What follows belongs to an exercise in optimizing a design on an open flow for small area and a short achievable clock period; a production flow would make more cautious choices.
Where RTL was checked, it was by simulation tests only, not by an equivalence proof against the original.
For run 2, only the layout was checked, not whether the RTL still works.
No activity file was given, so power comes from the tool's default toggle rates.

==> flow/design.v, too long to show whole: its modules and the start of the top module <==
// module mod3_1: 1845 lines
module mod3_1(
  input clk,
  input reset_n,
  input signed [22:0] a,
  input signed [22:0] b,
  input signed [16:0] c,
  output signed [39:0] y
);
  // ...
==> flow/flow/run.sh <==
#!/bin/bash
# Layout flow: the standard layout (standard.sh, ORFS make) with these changes:
#  1. synthesis runs Yosys's synth with -noabc, so the generic "abc -fast" pass does not
#     restructure the adder logic before extract_fa; the rest of synth_recipe.tcl is unchanged
#     (same registers and names).
#  2. a copy of ORFS's scripts is used in which synth.tcl extracts only full adders
#     (extract_fa -fa): half adders are left to ABC as plain gates.
#  3. the port buffers that placement inserts are sky130_fd_sc_hd__buf_1.
# Each tool's output goes to ORFS's own logs (orfs/logs/...), and make's output to flow_make.log.
set -euo pipefail
work=$PWD
sed 's/synth -nofsm -noshare {\*}\$args/synth -nofsm -noshare -noabc {*}$args/' \
  synth_recipe.tcl > flow_synth.tcl
grep -q -- '-noabc' flow_synth.tcl
rm -rf flow_scripts
cp -r "$FLOW_HOME/scripts" flow_scripts
sed -i 's/^  extract_fa {\*}\[dont_use_extract_fa_args\]$/  extract_fa -fa/' flow_scripts/synth.tcl
grep -q '^  extract_fa -fa$' flow_scripts/synth.tcl
bash standard.sh "SYNTH_SCRIPT=$work/flow_synth.tcl" "SCRIPTS_DIR=$work/flow_scripts" \
  "BUFFER_PORTS_ARGS=-buffer_cell sky130_fd_sc_hd__buf_1" finish \
  > flow_make.log 2>&1
==> flow/standard.sh <==
#!/bin/bash
# synth_recipe.tcl (not shown) runs the flow's synth.tcl, then flattens the netlist and writes it again
# the make line also repeats each setting of config.mk as NAME=value (left out here)
make -C /OpenROAD-flow-scripts/flow DESIGN_CONFIG=/design/flow/config.mk WORK_HOME=/design/flow/orfs CLKGATE_MAP_FILE= SYNTH_SCRIPT=/design/flow/synth_recipe.tcl "${@:-finish}"
==> flow/config.mk <==
export PLATFORM = sky130hd
export DESIGN_NAME = mod3_1
export DESIGN_NICKNAME = mod3_1
export VERILOG_FILES = /design/flow/design.v
export SDC_FILE = /design/flow/constraint.sdc
export NUM_CORES = 4
export LEC_CHECK = 0
export ABC_AREA = 1
export CAP_MARGIN = 20
export CORE_MARGIN = 2
export CORE_UTILIZATION = 65
export CTS_BUF_LIST = sky130_fd_sc_hd__clkbuf_8
export SETUP_SLACK_MARGIN = 3.4
export SLEW_MARGIN = 70
==> flow/constraint.sdc <==
create_clock -name core_clock -period 7.0 [get_ports {clk}]
set_input_delay 1.4000 -clock core_clock [delete_from_list [all_inputs] [get_ports {clk}]]
set_output_delay 1.4000 -clock core_clock [all_outputs]
set_load 0.01 [all_outputs]
==> metrics.md, run 1 <==
| Metric | Value |
|---|---|
| Signal inverters | 169 |
| Status | timing/DRC/antenna clean |
| Yosys cell types | 44 |
| Antenna violations before repair | 0 |
| Switching pwr | 4430 µW |
| Hold WS | 0.324 ns |
| Post-synthesis mux area share | 0.00159 |
| Xor and xnor area share after synthesis | 0.177 |
| Seq_cells | 146 |
| Reg area | 3100 µm² |
| Yosys warnings | 1 |
| Crit Path Class | flop to primary output |
| Synthesized area | 14200 µm² |
| Pre-CTS setup slack | 3.21 ns |
| Buffers, non-clock | 146 |
| Tot GR Track Use | 0.339 |
| Comb group | 6270 µW |
| Clk sinks | 146 |
| Vias in the first global route | 11824 |
| Gpl congestion | 0.939 |
| Largest net degree at the start of global routing | 26 |
| Hold-fix buffers at CTS | 0 |
| CP bufs+invs | 3 |
| DR vias | 12335 |
| Largest registers | h0 (28), h1 (28) |
| Worst skew pair latency | 0.47 ns |
| Total CTS buffers | 17 |
| Total grt overflow | 0 |
| NonClk Buf Share | 0.0461 |
| Final #Nets | 2028 |
| Pwr dens | 530 nW/µm² |
| Dominant cell by count in the synthesized netlist | xor2_1 |
| Sequential power share | 0.197 |
| Post-Syn Nets | 1977 |
| Main power group | combinational logic |
| DR WL/cell | 18.4 µm |
| Crit path setup slack, layout | 3.41 ns |
| Simple-Gate Fraction of Synth Area | 0.151 |
| Grt met3 use | 0.0560 |
| First-pass DRT Iterations | 6 |
| # fillers | 1619 |
| N_taps | 275 |
| Core area | 21200 µm² |
==> inputs of run 2 (changes only) <==
--- a/flow/design.v
+++ b/flow/design.v
@@ -8,17 +8,16 @@
 );
   reg [23:0] d1n, d2n;
   reg r1q, f1q;
   reg [8:0] one_q, two_q, neg_q, onen_q, twon_q;
   reg [11:0] ylo;
   reg cyq;
   reg [27:0] h0;
   reg [27:0] h1;
-  reg kq;
   wire kill = ~reset_n | f1q;
   wire [8:0] one_w, two_w, neg_w;
   wire [16:0] c1 = c;
   assign one_w[0] = c1[0] ^ 1'b0;
   assign two_w[0] = (c1[1] & ~c1[0] & ~1'b0) | (~c1[1] & c1[0] & 1'b0);
   assign neg_w[0] = c1[1];
   assign one_w[1] = c1[2] ^ c1[1];
   assign two_w[1] = (c1[3] & ~c1[2] & ~c1[1]) | (~c1[3] & c1[2] & c1[1]);
@@ -1708,85 +1707,85 @@
   assign pp689 = fp648 & pp687;
   assign pg690 = pg664 | (pp665 & pg686);
   assign pp691 = pp665 & pp687;
   assign pg692 = pg676 | (pp677 & pg686);
   assign pp693 = pp677 & pp687;
   assign pg694 = pg678 | (pp679 & pg686);
   assign pp695 = pp679 & pp687;
   wire [11:0] ylo_d;
-  assign ylo_d[0] = fp632;
-  assign ylo_d[1] = fp634 ^ fg633;
-  assign ylo_d[2] = fp636 ^ pg656;
-  assign ylo_d[3] = fp638 ^ pg668;
-  assign ylo_d[4] = fp640 ^ pg670;
-  assign ylo_d[5] = fp642 ^ pg680;
-  assign ylo_d[6] = fp644 ^ pg682;
-  assign ylo_d[7] = fp646 ^ pg684;
-  assign ylo_d[8] = fp648 ^ pg686;
-  assign ylo_d[9] = fp650 ^ pg688;
-  assign ylo_d[10] = fp652 ^ pg690;
-  assign ylo_d[11] = fp654 ^ pg692;
+  assign ylo_d[0] = (fp632) & ~kill;
+  assign ylo_d[1] = (fp634 ^ fg633) & ~kill;
+  assign ylo_d[2] = (fp636 ^ pg656) & ~kill;
+  assign ylo_d[3] = (fp638 ^ pg668) & ~kill;
+  assign ylo_d[4] = (fp640 ^ pg670) & ~kill;
+  assign ylo_d[5] = (fp642 ^ pg680) & ~kill;
+  assign ylo_d[6] = (fp644 ^ pg682) & ~kill;
+  assign ylo_d[7] = (fp646 ^ pg684) & ~kill;
+  assign ylo_d[8] = (fp648 ^ pg686) & ~kill;
+  assign ylo_d[9] = (fp650 ^ pg688) & ~kill;
+  assign ylo_d[10] = (fp652 ^ pg690) & ~kill;
+  assign ylo_d[11] = (fp654 ^ pg692) & ~kill;
   wire [27:0] h0_d, h1_d;
-  assign h0_d[0] = co575;
-  assign h1_d[0] = s576;
-  assign h0_d[1] = co577;
-  assign h1_d[1] = s578;
-  assign h0_d[2] = co579;
-  assign h1_d[2] = s580;
-  assign h0_d[3] = co581;
-  assign h1_d[3] = s582;
-  assign h0_d[4] = co583;
-  assign h1_d[4] = s584;
-  assign h0_d[5] = co585;
-  assign h1_d[5] = s586;
-  assign h0_d[6] = co587;
-  assign h1_d[6] = s588;
-  assign h0_d[7] = co589;
-  assign h1_d[7] = s590;
-  assign h0_d[8] = co591;
-  assign h1_d[8] = s592;
-  assign h0_d[9] = co593;
-  assign h1_d[9] = s594;
-  assign h0_d[10] = co595;
-  assign h1_d[10] = s596;
-  assign h0_d[11] = co597;
-  assign h1_d[11] = s598;
-  assign h0_d[12] = co599;
-  assign h1_d[12] = s600;
-  assign h0_d[13] = co601;
-  assign h1_d[13] = s602;
-  assign h0_d[14] = co603;
-  assign h1_d[14] = s604;
-  assign h0_d[15] = co605;
-  assign h1_d[15] = s606;
-  assign h0_d[16] = co607;
-  assign h1_d[16] = s608;
-  assign h0_d[17] = co609;
-  assign h1_d[17] = s610;
-  assign h0_d[18] = co611;
-  assign h1_d[18] = s612;
-  assign h0_d[19] = co613;
-  assign h1_d[19] = s614;
-  assign h0_d[20] = co615;
-  assign h1_d[20] = s616;
-  assign h0_d[21] = co617;
-  assign h1_d[21] = s618;
-  assign h0_d[22] = co619;
-  assign h1_d[22] = s620;
-  assign h0_d[23] = co621;
-  assign h1_d[23] = s622;
-  assign h0_d[24] = co623;
-  assign h1_d[24] = s624;
-  assign h0_d[25] = co625;
-  assign h1_d[25] = s626;
-  assign h0_d[26] = co627;
-  assign h1_d[26] = s628;
-  assign h0_d[27] = co629;
-  assign h1_d[27] = s630;
+  assign h0_d[0] = (co575) & ~kill;
+  assign h1_d[0] = (s576) & ~kill;
+  assign h0_d[1] = (co577) & ~kill;
+  assign h1_d[1] = (s578) & ~kill;
+  assign h0_d[2] = (co579) & ~kill;
+  assign h1_d[2] = (s580) & ~kill;
+  assign h0_d[3] = (co581) & ~kill;
+  assign h1_d[3] = (s582) & ~kill;
+  assign h0_d[4] = (co583) & ~kill;
+  assign h1_d[4] = (s584) & ~kill;
+  assign h0_d[5] = (co585) & ~kill;
+  assign h1_d[5] = (s586) & ~kill;
+  assign h0_d[6] = (co587) & ~kill;
+  assign h1_d[6] = (s588) & ~kill;
+  assign h0_d[7] = (co589) & ~kill;
+  assign h1_d[7] = (s590) & ~kill;
+  assign h0_d[8] = (co591) & ~kill;
+  assign h1_d[8] = (s592) & ~kill;
+  assign h0_d[9] = (co593) & ~kill;
+  assign h1_d[9] = (s594) & ~kill;
+  assign h0_d[10] = (co595) & ~kill;
+  assign h1_d[10] = (s596) & ~kill;
+  assign h0_d[11] = (co597) & ~kill;
+  assign h1_d[11] = (s598) & ~kill;
+  assign h0_d[12] = (co599) & ~kill;
+  assign h1_d[12] = (s600) & ~kill;
+  assign h0_d[13] = (co601) & ~kill;
+  assign h1_d[13] = (s602) & ~kill;
+  assign h0_d[14] = (co603) & ~kill;
+  assign h1_d[14] = (s604) & ~kill;
+  assign h0_d[15] = (co605) & ~kill;
+  assign h1_d[15] = (s606) & ~kill;
+  assign h0_d[16] = (co607) & ~kill;
+  assign h1_d[16] = (s608) & ~kill;
+  assign h0_d[17] = (co609) & ~kill;
+  assign h1_d[17] = (s610) & ~kill;
+  assign h0_d[18] = (co611) & ~kill;
+  assign h1_d[18] = (s612) & ~kill;
+  assign h0_d[19] = (co613) & ~kill;
+  assign h1_d[19] = (s614) & ~kill;
+  assign h0_d[20] = (co615) & ~kill;
+  assign h1_d[20] = (s616) & ~kill;
+  assign h0_d[21] = (co617) & ~kill;
+  assign h1_d[21] = (s618) & ~kill;
+  assign h0_d[22] = (co619) & ~kill;
+  assign h1_d[22] = (s620) & ~kill;
+  assign h0_d[23] = (co621) & ~kill;
+  assign h1_d[23] = (s622) & ~kill;
+  assign h0_d[24] = (co623) & ~kill;
+  assign h1_d[24] = (s624) & ~kill;
+  assign h0_d[25] = (co625) & ~kill;
+  assign h1_d[25] = (s626) & ~kill;
+  assign h0_d[26] = (co627) & ~kill;
+  assign h1_d[26] = (s628) & ~kill;
+  assign h0_d[27] = (co629) & ~kill;
+  assign h1_d[27] = (s630) & ~kill;
   wire [29:0] ax696, bx697, sm698;
   assign ax696 = {1'b0, h0[27], h0[26], h0[25], h0[24], h0[23], h0[22], h0[21], h0[20], h0[19], h0[18], h0[17], h0[16], h0[15], h0[14], h0[13], h0[12], h0[11], h0[10], h0[9], h0[8], h0[7], h0[6], h0[5], h0[4], h0[3], h0[2], h0[1], h0[0], 1'b1};
   assign bx697 = {1'b0, h1[27], h1[26], h1[25], h1[24], h1[23], h1[22], h1[21], h1[20], h1[19], h1[18], h1[17], h1[16], h1[15], h1[14], h1[13], h1[12], h1[11], h1[10], h1[9], h1[8], h1[7], h1[6], h1[5], h1[4], h1[3], h1[2], h1[1], h1[0], cyq};
   assign sm698 = ax696 + bx697;
   wire [39:0] sum;
   assign sum[0] = ylo[0];
   assign sum[1] = ylo[1];
   assign sum[2] = ylo[2];
@@ -1822,24 +1821,23 @@
   assign sum[32] = sm698[21];
   assign sum[33] = sm698[22];
   assign sum[34] = sm698[23];
   assign sum[35] = sm698[24];
   assign sum[36] = sm698[25];
   assign sum[37] = sm698[26];
   assign sum[38] = sm698[27];
   assign sum[39] = sm698[28];
-  assign y = sum & {40{~kq}};
+  assign y = sum;
   always @(posedge clk) begin
     d1n <= ~dsub;
     r1q <= ~reset_n;
     d2n <= d1n;
     f1q <= ~reset_n | r1q;
     onen_q <= ~one_w;
     twon_q <= ~two_w;
     neg_q <= neg_w;
     ylo <= ylo_d;
-    cyq <= pg694;
+    cyq <= (pg694) & ~kill;
     h0 <= h0_d;
     h1 <= h1_d;
-    kq <= kill;
   end
 endmodule
==> flow/flow/run.sh (replaced) <==
#!/bin/bash
# Layout flow: the standard layout (standard.sh) with two changes:
#  1. synthesis runs Yosys's synth with -noabc, so the generic "abc -fast" pass does not
#     restructure the design's adder cells before extract_fa; everything else in the
#     synthesis script (synth_recipe.tcl and ORFS synth.tcl) is unchanged.
#  2. the port buffers that place inserts are sky130_fd_sc_hd__buf_1 (buffer_ports
#     -buffer_cell) instead of the cell buffer_ports picks by default.
set -euo pipefail
work=$PWD
sed 's/synth -nofsm -noshare {\*}\$args/synth -nofsm -noshare -noabc {*}$args/' \
  synth_recipe.tcl > flow_synth.tcl
grep -q -- '-noabc' flow_synth.tcl
bash standard.sh "SYNTH_SCRIPT=$work/flow_synth.tcl" \
  "BUFFER_PORTS_ARGS=-buffer_cell ${PORT_BUF:-sky130_fd_sc_hd__buf_1}" finish \
  > flow_make.log 2>&1
==> flow/config.mk (replaced) <==
export PLATFORM = sky130hd
export DESIGN_NAME = mod3_1
export DESIGN_NICKNAME = mod3_1
export VERILOG_FILES = /design/flow/design.v
export SDC_FILE = /design/flow/constraint.sdc
export NUM_CORES = 4
export LEC_CHECK = 0
export ABC_AREA = 1
export CAP_MARGIN = 20
export CORE_MARGIN = 2
export CORE_UTILIZATION = 40
export SLEW_MARGIN = 70
==> run 2 against run 1 <==
Effect of this change: hold slack got worse by 0.00094 ns; first-iteration DRC count fell by 25%; synthesized cell count fell by 0.52%; global-route usage decreased by 14 points; final cell count increased by 7.0%; critical path type unchanged.
==> metrics.md, run 2 <==
| Metric | Value |
|---|---|
| Measured slew at the worst slew-check pin | 0.433 ns (was 0.469 ns) |
| Worst Path Required | 5.60 ns (about the same) |
| Finish-stage setup viols | 0 (unchanged) |
| Largest net degree at the start of global routing | 65 (was 26) |
| Worst r2r src | d2n[5]$_DFF_P_ (was neg_q[8]$_DFF_P_) |
| Synth top area cells | fa_1, dfxtp_1, xor2_1 (unchanged) |
| Vias in the first global route | 11468 (was 11824) |
| Gpl congestion | 0.871 (was 0.939) |
| Drt total wl | 37100 µm (was 38100 µm) |
| Crit path DAT | 2.40 ns (was 2.19 ns) |
| Antenna violations before repair | 0 (unchanged) |
| Primary FF master, synth | dfxtp_1 (unchanged) |
| Hold-fix buffers at CTS | 0 (unchanged) |
| Synth-to-layout area growth | 8.98% (was 14.2%) |
| Share of layout cells above drive strength 1 | 0.0662 (was 0.205) |
| Vias/cell | 5.06 (was 5.95) |
| Status | timing/DRC/antenna clean (unchanged) |
| DR iter-0 viols | 902 (was 1209) |
| Crit path max fanout | 4 (was 3) |
| Inserted Diodes | 0 (unchanged) |
| I/O pin cnt | 105 (unchanged) |
| Slew headroom | 0.710 (was 0.688) |
| Post-route design area | 16000 µm² (was 16200 µm²) |
| Crit Path Class | flop to primary output (unchanged) |
| Fin. max-slew vios | 0 (unchanged) |
| Final hold vios | 0 (unchanged) |
| Worst hold path startpoint | d1n[0]$_DFF_P_ (was d1n[1]$_DFF_P_) |
| Cell area after placement | 15300 µm² (was 14600 µm²) |
| Final worst clock skew | 0.0134 ns (was 0.0199 ns) |
| DR WL/cell | 16.7 µm (was 18.4 µm) |
| Synthesized flop and latch total | 145 (was 146) |
| CTS tree | done (unchanged) |
| Clk pin slew, worst setup/hold paths | 0.06 ns (was 0.10 ns) |
| Yosys cell types | 30 (was 44) |
| Post-Syn Nets | 2067 (was 1977) |
| Total grt overflow | 0 (unchanged) |
| Htree depth | 4 (unchanged) |
| Reg2Reg Setup Slack | 3.49 ns (was 3.51 ns) |
| Setup_tns | 0 ns (unchanged) |
| Max Cap Violations | 0 (unchanged) |
| Dominant cell by count in the synthesized netlist | xor2_1 (unchanged) |
| Pre-CTS setup slack | 3.27 ns (was 3.21 ns) |
| Clk buf depth | 2 (unchanged) |
| Pwr dens | 456 nW/µm² (was 530 nW/µm²) |
| Die height | 196 µm (was 152 µm) |
| CP startpoint | cyq$_DFF_P_ (was h0[16]$_DFF_P_) |
| Final #Nets | 2080 (was 2028) |
| Die area | 38300 µm² (was 23000 µm²) |
| Synthesized instance count | 1726 (was 1735) |
| Core area | 36300 µm² (was 21200 µm²) |
| First-pass DRT Iterations | 5 (was 6) |
| Setup crit start kind | flop (unchanged) |
| Yosys warnings | 1 (unchanged) |
| Asr flop ratio synth | 0 (unchanged) |
| Leakage | 0.00765 µW (was 0.00715 µW) |
| Synthesized area | 14700 µm² (was 14200 µm²) |
| Number of synthesized flops with an enable pin | 0 (unchanged) |
| Largest registers | h0 (28), h1 (28) (unchanged) |
| Synth top cells by count | xor2_1, inv_1, nand2_1 (was xor2_1, nand2_1, nor2_1) |
| Period utilization | 0.543 (was 0.512) |
| Crit path setup slack, layout | 3.20 ns (was 3.41 ns) |
| Clk sinks | 145 (was 146) |
| DRC | 0 (unchanged) |
| Fin crit period | 3.80 ns (was 3.59 ns) |
| First-pass GRT wire length | 60300 µm (was 59900 µm) |
| Post-synth top area share | 0.241 (was 0.250) |
| Mean Syn Cell Area | 8.51 µm² (was 8.16 µm²) |
| VDD IR max | 0.200 mV (was 0.246 mV) |
| Worst setup EP type | primary output (unchanged) |
| Register area share after synthesis | 0.198 (was 0.206) |
| Commonest non-fill, non-tap cell in the layout | xor2_1 (unchanged) |
| Total CTS buffers | 17 (unchanged) |
| Dpl hpwl | 28100 µm (was 27900 µm) |
| Area leader, netlist | fa_1 (unchanged) |
| Peak Freq | 263 MHz (was 279 MHz) |
| Port bufs | 104 (unchanged) |
| Initial Util | 0.404 (was 0.667) |
| Rows | 70 (was 53) |
| Worst hold path class | flop to flop (unchanged) |
| Tot GR Track Use | 0.198 (was 0.339) |
| Root buffer cell | clkbuf_16 (was clkbuf_8) |
| Cts repair resizes | 0 (was 107) |
| DR vias | 11233 (was 12335) |
| Commonest cells after routing, fill and taps aside | xor2_1, inv_1, nand2_1, o22ai_1, fa_1 (was xor2_1, o22ai_1, fa_1, nand2_1, nor2_1) |
| Width of the die | 196 µm (was 152 µm) |
| RSZ-0062 raised after global routing | no (was yes) |
| Antenna-violating nets left | 0 (unchanged) |
| Worst skew pair latency | 0.44 ns (was 0.47 ns) |
| Post-CTS setup repair buffer count | 0 (was 11) |
-- run 2: kinds of logic after synthesis --
logic type      Yosys count  synth area share
compound gates          256             0.105
fa+ha+maj               276             0.326
flops                   145             0.198
buf+inv                 358            0.0966
xor+xnor                255             0.152
simple gates            433             0.121
mux                       3           0.00230
-- run 2: path summary, 6_finish.rpt --
check | endpoint | cells past startpoint
min reg2reg | d2n[0]$_DFF_P_ | 0
min | d2n[0]$_DFF_P_ | 0
max reg2reg | ylo[8]$_DFF_P_ | 12
max | y[39] | 9
-- run 2: through the flow --
step	hold slack [ns]	utilization	total power, µW	cells
finish	0.323	0.440	7300	2220
global route	0.329	0.440	8230	2220
CTS	0.325	0.439	7340	2219
detailed placement	0.312	0.422	6360	2187
global placement	0.311	0.419	6250	2186
floorplan	0.310	-	5110	1726
-- run 2: worst max-delay path, cell delays in order, from the launching register on --
cell	delay, ns
dfxtp_1	0.38
fa_1	0.51
nand3_1	0.11
nand3_1	0.18
nand3_1	0.12
nand3_1	0.19
nand2_1	0.15
nand3_1	0.08
nand2_1	0.08
buf_1	0.16
-- run 2: report_power, final --
part | switching (µW) | leakage (µW) | internal (µW)
registers | 285 | 0.00121 | 1010
logic | 2830 | 0.00615 | 2230
clock network | 371 | 0.000289 | 568
total | 3480 | 0.00765 | 3810
-- run 2: layer usage --
layer / track usage / vias up / share of wire
met2: 0.309 / 400 / 0.44
met5: 0 / - / 0
met1: 0.277 / 5304 / 0.47
li1: - / 5487 / -
met4: 0.0633 / 0 / 0.019
met3: 0.0377 / 42 / 0.067
-- run 2: cell type report --
| cell class | count | area, µm² |
|---|---|---|
| fillers | 3613 | 20300 |
| clock buffers | 22 | 485 |
| repair buffers | 117 | 547 |
| inverters | 235 | 890 |
| flip-flops and latches | 145 | 3000 |
| multi-input cells | 1223 | 10400 |
| clock inverters | 10 | 123 |
| well taps | 468 | 586 |

afterwards: timing with drivers on the ports:
No port has a modelled driver above. Below, the same layouts with a new extraction and two added sets of constraints. Step 1 assumes that a clkbuf_16 drives the clock port and a buf_2 every other input. Step 2, shift: input delay + t, output delay - t, t = (earliest + latest rising clock arrival at the registers) / 2. This alone moves slack from input paths to output paths. Three values: no drivers, after step 1, after step 2; two values: the first two.
run	t, ns	slack for setup (ns)	worst setup path at the end	clock arrival spread, ns	worst register clock-pin slew, ns
run 1	0.512	3.414 / 3.366 / 3.221	input to register	0.020 / 0.020	0.10 / 0.10
run 2	0.482	3.202 / 3.153 / 3.317	input to register	0.014 / 0.014	0.07 / 0.07
After both steps setup and hold are still met in every run listed. For run 1, which loses most, drivers alone change the setup slack by -0.048 ns; drivers and shift together by -0.193 ns.
